What follows belongs to an exercise in optimizing a design on an open flow for small area, a short achievable clock period and few clock cycles; a production flow would make more cautious choices.
Power and IR drop assume default switching activity.

==> flow/design.v (excerpt) <==
module top_module (clock, reset, start, r, s1, s2, address_r, address_s1, address_s2,
   best_dist, motion_x, motion_y, done);
==> module processing_element, before the edit <==
module processing_element (clock, r, s1, s2, s1s2_mux, new_dist, accumulate, ovf, r_pipe);
  input clock;
  input [7:0] r;          
  input [7:0] s1, s2;     
  input s1s2_mux;         
  input new_dist;         
  output reg [7:0] accumulate;
  output reg ovf;
  output reg [7:0] r_pipe;
  reg [7:0] x;
  reg b;
  wire [8:0] d = {1'b0, r_pipe} - {1'b0, s1s2_mux ? s1 : s2};
  always @(posedge clock) begin
    r_pipe <= r;
    x <= d[7:0] ^ {8{d[8]}};
    b <= d[8];
  end
  wire [7:0] a = new_dist ? 8'd0 : accumulate;
  wire [8:0] sum = {1'b0, a} + {1'b0, x} + {8'd0, b};
  always @(posedge clock) begin
    accumulate <= sum[7:0];
    ovf <= (ovf & ~new_dist) | sum[8];
  end
endmodule
==> module top_module, before the edit <==
module top_module (clock, reset, start, r, s1, s2, address_r, address_s1, address_s2,
   best_dist, motion_x, motion_y, done);
input clock, reset, start;
input [7:0] r;
input [7:0] s1, s2;
output [7:0] best_dist, address_r;
output [3:0] motion_x, motion_y;
output [9:0] address_s1, address_s2;
output done;
wire [12:0] n;
wire [127:0] pe_out;
wire [15:0] pe_ovf;
wire [135:0] rp;
reg [7:0] s1q, s2q;
reg [15:0] therm;      
reg [15:0] pick;       
always @(posedge clock) begin
  s1q <= s1;
  s2q <= s2;
  pick <= {pick[14:0], (n[7:0] == 8'd1)};
  if (done) therm <= 16'hFFFF;
  else if (therm[15]) therm <= 16'h0001;
  else therm <= {therm[14:0], 1'b1};
end
assign address_r = n[7:0];
assign rp[7:0] = r;
controller ctl (.clock(clock), .reset(reset), .start(start), .n(n),
  .address_s1(address_s1), .address_s2(address_s2), .done(done));
comparator cmp (.clock(clock), .done(done), .start(start), .n(n), .pick(pick),
  .pe_out(pe_out), .pe_ovf(pe_ovf), .best_dist(best_dist), .motion_x(motion_x),
  .motion_y(motion_y));
genvar g;
generate
  for (g = 0; g < 16; g = g + 1) begin : pe
    processing_element u (.clock(clock), .r(rp[g*8 +: 8]), .s1(s1q), .s2(s2q),
      .s1s2_mux(therm[g]), .new_dist(pick[g]),
      .accumulate(pe_out[g*8 +: 8]), .ovf(pe_ovf[g]), .r_pipe(rp[g*8+8 +: 8]));
  end
endgenerate
endmodule
clock: 7.0 ns
lec_check: 0
cap_margin: 20
core_margin: 2
core_utilization: 35
place_density: 0.55
slew_margin: 20
run.sh (not shown) runs the stock make flow with config.mk's settings and CLKGATE_MAP_FILE= SYNTH_SCRIPT=/design/flow/synth_recipe.tcl, a recipe that flattens the netlist after the stock synthesis.
The first run finished with timing, DRC and antenna clean.
Edit:
--- a/flow/design.v
+++ b/flow/design.v
@@ -5,18 +5,17 @@
   input s1s2_mux;         
   input new_dist;         
   output reg [7:0] accumulate;
   output reg ovf;
   output reg [7:0] r_pipe;
-  reg [7:0] x;
-  reg b;
-  wire [8:0] d = {1'b0, r_pipe} - {1'b0, s1s2_mux ? s1 : s2};
+  reg [8:0] d;
   always @(posedge clock) begin
     r_pipe <= r;
-    x <= d[7:0] ^ {8{d[8]}};
-    b <= d[8];
+    d <= {1'b0, r_pipe} - {1'b0, s1s2_mux ? s1 : s2};
   end
+  wire b = d[8];
+  wire [7:0] x = d[7:0] ^ {8{b}};             
   wire [7:0] a = new_dist ? 8'd0 : accumulate;
   wire [8:0] sum = {1'b0, a} + {1'b0, x} + {8'd0, b};
   always @(posedge clock) begin
     accumulate <= sum[7:0];
     ovf <= (ovf & ~new_dist) | sum[8];
@@ -94,29 +93,45 @@
 wire [127:0] pe_out;
 wire [15:0] pe_ovf;
 wire [135:0] rp;
 reg [7:0] s1q, s2q;
 reg [15:0] therm;      
-reg [15:0] pick;       
+wire [15:0] pick;
 always @(posedge clock) begin
   s1q <= s1;
   s2q <= s2;
-  pick <= {pick[14:0], (n[7:0] == 8'd1)};
-  if (done) therm <= 16'hFFFF;
-  else if (therm[15]) therm <= 16'h0001;
-  else therm <= {therm[14:0], 1'b1};
 end
+always @(*)
+  case (n[3:0])
+    4'd0:  therm = 16'hFFFF;
+    4'd1:  therm = 16'h0001;
+    4'd2:  therm = 16'h0003;
+    4'd3:  therm = 16'h0007;
+    4'd4:  therm = 16'h000F;
+    4'd5:  therm = 16'h001F;
+    4'd6:  therm = 16'h003F;
+    4'd7:  therm = 16'h007F;
+    4'd8:  therm = 16'h00FF;
+    4'd9:  therm = 16'h01FF;
+    4'd10: therm = 16'h03FF;
+    4'd11: therm = 16'h07FF;
+    4'd12: therm = 16'h0FFF;
+    4'd13: therm = 16'h1FFF;
+    4'd14: therm = 16'h3FFF;
+    default: therm = 16'h7FFF;
+  endcase
 assign address_r = n[7:0];
 assign rp[7:0] = r;
 controller ctl (.clock(clock), .reset(reset), .start(start), .n(n),
   .address_s1(address_s1), .address_s2(address_s2), .done(done));
 comparator cmp (.clock(clock), .done(done), .start(start), .n(n), .pick(pick),
   .pe_out(pe_out), .pe_ovf(pe_ovf), .best_dist(best_dist), .motion_x(motion_x),
   .motion_y(motion_y));
 genvar g;
 generate
   for (g = 0; g < 16; g = g + 1) begin : pe
+    assign pick[g] = (n[7:0] == g + 2);
     processing_element u (.clock(clock), .r(rp[g*8 +: 8]), .s1(s1q), .s2(s2q),
       .s1s2_mux(therm[g]), .new_dist(pick[g]),
       .accumulate(pe_out[g*8 +: 8]), .ovf(pe_ovf[g]), .r_pipe(rp[g*8+8 +: 8]));
   end
 endgenerate
=> Critical path depth came out higher by 10. Via count shrinks by 6.0%. Count of clock-buffer cells in the layout came out lower by 2. Global-route usage climbs by 0.27 points. Clock skew came out higher by 0.0049 ns. Total power grows by 1.1%. Utilization is higher by 0.60 points. Maximum frequency shrinks by 16%. Sequential share of layout area rises by 0.95 points. Routed wire length decreases by 5.4%. Clock power rises by about 3%. Area after synthesis came out lower by 6.5%. Cell count went down by 6.9%.
Function was not checked in any run of this note: the RTL went through the layout flow alone.


Setup of v6:
The RTL this note starts from:
==> flow/design.v <==
module processing_element (clock, r, s1, s2, s1s2_mux, new_dist, lo, hi, c, ovf, r_pipe);
  input clock;
  input [7:0] r;          
  input [7:0] s1, s2;     
  input s1s2_mux;         
  input new_dist;         
  output reg [3:0] lo, hi;
  output reg c, ovf;
  output reg [7:0] r_pipe;
  reg [7:0] dq;
  reg b;
  wire [8:0] d = {1'b0, r_pipe} - {1'b0, s1s2_mux ? s1 : s2};
  always @(posedge clock) begin
    r_pipe <= r;
    dq <= d[7:0];
    b <= d[8];
  end
  wire [7:0] x = dq ^ {8{b}};
  wire [3:0] al = lo & {4{~new_dist}};
  wire [3:0] ah = hi & {4{~new_dist}};
  wire [4:0] cl, ch;
  wire [3:0] sl, sh;
  assign cl[0] = b;
  assign ch[0] = c & ~new_dist;
  genvar k;
  generate
    for (k = 0; k < 4; k = k + 1) begin : fa
      assign sl[k] = al[k] ^ x[k] ^ cl[k];
      assign cl[k+1] = (al[k] & x[k]) | (al[k] & cl[k]) | (x[k] & cl[k]);
      assign sh[k] = ah[k] ^ x[k+4] ^ ch[k];
      assign ch[k+1] = (ah[k] & x[k+4]) | (ah[k] & ch[k]) | (x[k+4] & ch[k]);
    end
  endgenerate
  always @(posedge clock) begin
    lo <= sl;
    hi <= sh;
    c <= cl[4];
    ovf <= (ovf & ~new_dist) | ch[4];
  end
endmodule
module controller (clock, reset, start, n, address_s1, address_s2, done, idle);
  input clock, reset, start;
  output reg [12:0] n;
  output reg [9:0] address_s1, address_s2;
  output reg done;       
  output reg idle;              
  function [9:0] rowstart(input [3:0] k);
    case (k)
      4'd0: rowstart = 10'd31;
      4'd1: rowstart = 10'd62;
      4'd2: rowstart = 10'd93;
      4'd3: rowstart = 10'd124;
      4'd4: rowstart = 10'd155;
      4'd5: rowstart = 10'd186;
      4'd6: rowstart = 10'd217;
      4'd7: rowstart = 10'd248;
      4'd8: rowstart = 10'd279;
      4'd9: rowstart = 10'd310;
      4'd10: rowstart = 10'd341;
      4'd11: rowstart = 10'd372;
      4'd12: rowstart = 10'd403;
      4'd13: rowstart = 10'd434;
      4'd14: rowstart = 10'd465;
      4'd15: rowstart = 10'd496;
    endcase
  endfunction
  function [9:0] rowstart2(input [3:0] k);
    case (k)
      4'd0: rowstart2 = 10'd16;
      4'd1: rowstart2 = 10'd47;
      4'd2: rowstart2 = 10'd78;
      4'd3: rowstart2 = 10'd109;
      4'd4: rowstart2 = 10'd140;
      4'd5: rowstart2 = 10'd171;
      4'd6: rowstart2 = 10'd202;
      4'd7: rowstart2 = 10'd233;
      4'd8: rowstart2 = 10'd264;
      4'd9: rowstart2 = 10'd295;
      4'd10: rowstart2 = 10'd326;
      4'd11: rowstart2 = 10'd357;
      4'd12: rowstart2 = 10'd388;
      4'd13: rowstart2 = 10'd419;
      4'd14: rowstart2 = 10'd450;
      4'd15: rowstart2 = 10'd481;
    endcase
  endfunction
  wire last = n[12] & n[4] & n[1];     
  wire c15 = &n[3:0];
  wire w1 = c15 & (&n[7:4]);           
  wire w2 = c15 & (n[7:4] == 4'd0);    
  wire [9:0] step1 = {address_s1[9:4] + (c15 | (&address_s1[3:0])),
                      address_s1[3:0] + {3'd0, ~c15}};
  wire [9:0] step2 = {address_s2[9:4] + (c15 | (&address_s2[3:0])),
                      address_s2[3:0] + {3'd0, ~c15}};
  always @(posedge clock) begin
    if (reset) begin
      done <= 1'b1;
      idle <= 1'b1;
    end else begin
      done <= idle ? start : last;
      idle <= done ? start : last;
    end
    if (idle) begin
      n <= 13'd0;
      address_s1 <= 10'd0;
    end else begin
      n <= n + 1'b1;
      address_s1 <= w1 ? rowstart(n[11:8]) : step1;
    end
    address_s2 <= w2 ? rowstart2(n[11:8]) : step2;
  end
endmodule
module comparator (clock, done, start, n, pick, pe_lo, pe_hi, pe_c, pe_ovf,
  best_dist, motion_x, motion_y);
  input clock, done, start;
  input [12:0] n;
  input [15:0] pick;         
  input [63:0] pe_lo, pe_hi;
  input [15:0] pe_c, pe_ovf;
  output reg [7:0] best_dist;
  output reg [3:0] motion_x, motion_y;
  reg [3:0] cl, ch;
  reg cc, co, cval;
  reg [3:0] vl, vh;
  reg vc, vo;
  integer k;
  always @(*) begin
    vl = 4'd0;
    vh = 4'd0;
    vc = 1'b0;
    vo = 1'b0;
    for (k = 0; k < 16; k = k + 1) begin
      vl = vl | (pe_lo[k*4 +: 4] & {4{pick[k]}});
      vh = vh | (pe_hi[k*4 +: 4] & {4{pick[k]}});
      vc = vc | (pe_c[k] & pick[k]);
      vo = vo | (pe_ovf[k] & pick[k]);
    end
  end
  wire ready = (|pick) & (n[12:8] != 5'd0);
  wire [4:0] h = {1'b0, ch} + {4'd0, cc};
  wire [7:0] sad = {h[3:0], cl};
  always @(posedge clock) begin
    cl <= vl;
    ch <= vh;
    cc <= vc;
    cval <= ready & ~vo;
    if (done) begin
      if (!start) best_dist <= 8'hFF;
    end else if (cval && !h[4] && (sad < best_dist)) begin
      best_dist <= sad;
      motion_x <= n[3:0] + 4'd5;     
      motion_y <= n[11:8] + 4'd7;    
    end
  end
endmodule
module top_module (clock, reset, start, r, s1, s2, address_r, address_s1, address_s2,
   best_dist, motion_x, motion_y, done);
input clock, reset, start;
input [7:0] r;
input [7:0] s1, s2;
output [7:0] best_dist, address_r;
output [3:0] motion_x, motion_y;
output [9:0] address_s1, address_s2;
output done;
wire [12:0] n;
wire idle;
wire [63:0] pe_lo, pe_hi;
wire [15:0] pe_c, pe_ovf;
wire [135:0] rp;
reg [7:0] s1q, s2q;
reg [15:0] therm;      
reg [15:0] pick;       
always @(posedge clock) begin
  s1q <= s1;
  s2q <= s2;
  pick <= {pick[14:0], (n[7:0] == 8'd1)};
  if (idle) therm <= 16'hFFFF;
  else if (therm[15]) therm <= 16'h0001;
  else therm <= {therm[14:0], 1'b1};
end
assign address_r = n[7:0];
assign rp[7:0] = r;
controller ctl (.clock(clock), .reset(reset), .start(start), .n(n),
  .address_s1(address_s1), .address_s2(address_s2), .done(done), .idle(idle));
comparator cmp (.clock(clock), .done(idle), .start(start), .n(n), .pick(pick),
  .pe_lo(pe_lo), .pe_hi(pe_hi), .pe_c(pe_c), .pe_ovf(pe_ovf), .best_dist(best_dist), .motion_x(motion_x),
  .motion_y(motion_y));
genvar g;
generate
  for (g = 0; g < 16; g = g + 1) begin : pe
    processing_element u (.clock(clock), .r(rp[g*8 +: 8]), .s1(s1q), .s2(s2q),
      .s1s2_mux(therm[g]), .new_dist(pick[g]),
      .lo(pe_lo[g*4 +: 4]), .hi(pe_hi[g*4 +: 4]), .c(pe_c[g]), .ovf(pe_ovf[g]), .r_pipe(rp[g*8+8 +: 8]));
  end
endgenerate
endmodule
Settings: LEC_CHECK=0, CAP_MARGIN=20, CORE_MARGIN=2, CORE_UTILIZATION=35, CTS_BUF_LIST=sky130_fd_sc_hd__clkbuf_16, CTS_CLUSTER_DIAMETER=100, CTS_CLUSTER_SIZE=24, PLACE_DENSITY=0.55, SETUP_SLACK_MARGIN=4.45, SLEW_MARGIN=20; clock period 7.0 ns.
[inputs] v7 vs v6
-- flow/design.v --
<<< v6, line 140
  wire [4:0] h = {1'b0, ch} + {4'd0, cc};
  wire [7:0] sad = {h[3:0], cl};
  always @(posedge clock) begin
    cl <= vl;
>>> v7, line 140
  wire [4:0] h = {1'b0, ch} + {4'd0, cc};
  wire [7:0] sad = {h[3:0], cl};
  reg [7:0] bd;
  reg [3:0] mx, my;
  wire upd = ~done & cval & ~h[4] & (sad < bd);
  wire [3:0] mxn = n[3:0] + 4'd5;     
  wire [3:0] myn = n[11:8] + 4'd7;    
  always @(posedge clock) begin
    cl <= vl;
<<< v6, line 145
    cc <= vc;
    cval <= ready & ~vo;
    if (done) begin
      if (!start) best_dist <= 8'hFF;
    end else if (cval && !h[4] && (sad < best_dist)) begin
      best_dist <= sad;
      motion_x <= n[3:0] + 4'd5;     
      motion_y <= n[11:8] + 4'd7;    
    end
  end
endmodule
>>> v7, line 150
    cc <= vc;
    cval <= ready & ~vo;
    best_dist <= done ? (start ? bd : 8'hFF) : (upd ? sad : bd);
    bd <= done ? (start ? best_dist : 8'hFF) : (upd ? sad : best_dist);
    motion_x <= upd ? mxn : mx;
    mx <= upd ? mxn : motion_x;
    motion_y <= upd ? myn : my;
    my <= upd ? myn : motion_y;
  end
endmodule
<<< v6, line 170
reg [7:0] s1q, s2q;
reg [15:0] therm;      
reg [15:0] pick;       
always @(posedge clock) begin
>>> v7, line 174
reg [7:0] s1q, s2q;
reg [15:0] therm;      
integer j;
always @(*)
  for (j = 0; j < 16; j = j + 1)
    therm[j] = (n[3:0] == 4'd0) || (n[3:0] > j);
reg [15:0] pick;       
always @(posedge clock) begin
<<< v6, line 175
  s2q <= s2;
  pick <= {pick[14:0], (n[7:0] == 8'd1)};
  if (idle) therm <= 16'hFFFF;
  else if (therm[15]) therm <= 16'h0001;
  else therm <= {therm[14:0], 1'b1};
end
assign address_r = n[7:0];
>>> v7, line 183
  s2q <= s2;
  pick <= {pick[14:0], (n[7:0] == 8'd1)};
end
assign address_r = n[7:0];
[summary]
v6 vs v7, library cell contributing the largest single delay on the critical path: sky130_fd_sc_hd__edfxtp_1 vs sky130_fd_sc_hd__dfxtp_4. STATUS power of the clock network: v7 wins against v6. v7 ends up with a number of search-and-repair iterations in the first detailed-routing pass that is 1 lower than in v6. Relative to v6, ratio of cells with drive above 1 in the final layout increased by 14 points in v7. | via count | v7 vs v6 | worse |. v7 vs. v6: ratio of final minimum period to clock period has increased, filler cell count now sits lower.
Function was not checked in any run of this note: the RTL went through the layout flow alone.

[separate check: timing with driven ports]
How much do the figures lean on ideal ports? The routed layouts below were timed once more, with nothing changed but the port constraints.
Step 1: set_driving_cell puts a clkbuf_16 on clock and a buf_2 on each other input, an assumption about the parent block.
Step 2 also shifts input and output timing later by t, the mid clock arrival at the registers, as if the neighbouring blocks saw the same clock.
a / b / c = ideal / step 1 / step 2; a / b = the first two.
run	t (ns)	setup slack, ns	worst setup path after step 2	pins driven straight from the clock port
the first run of note 1	0.689	3.389 / 3.325 / 3.867	register to register	1
the second run of note 1	0.671	2.677 / 2.677 / 2.677	register to register	1
v6	0.671	4.378 / 4.317 / 4.382	input to register	1
v7	0.657	4.058 / 4.058 / 4.058	register to register	1
After both steps setup and hold are still met in every run listed.
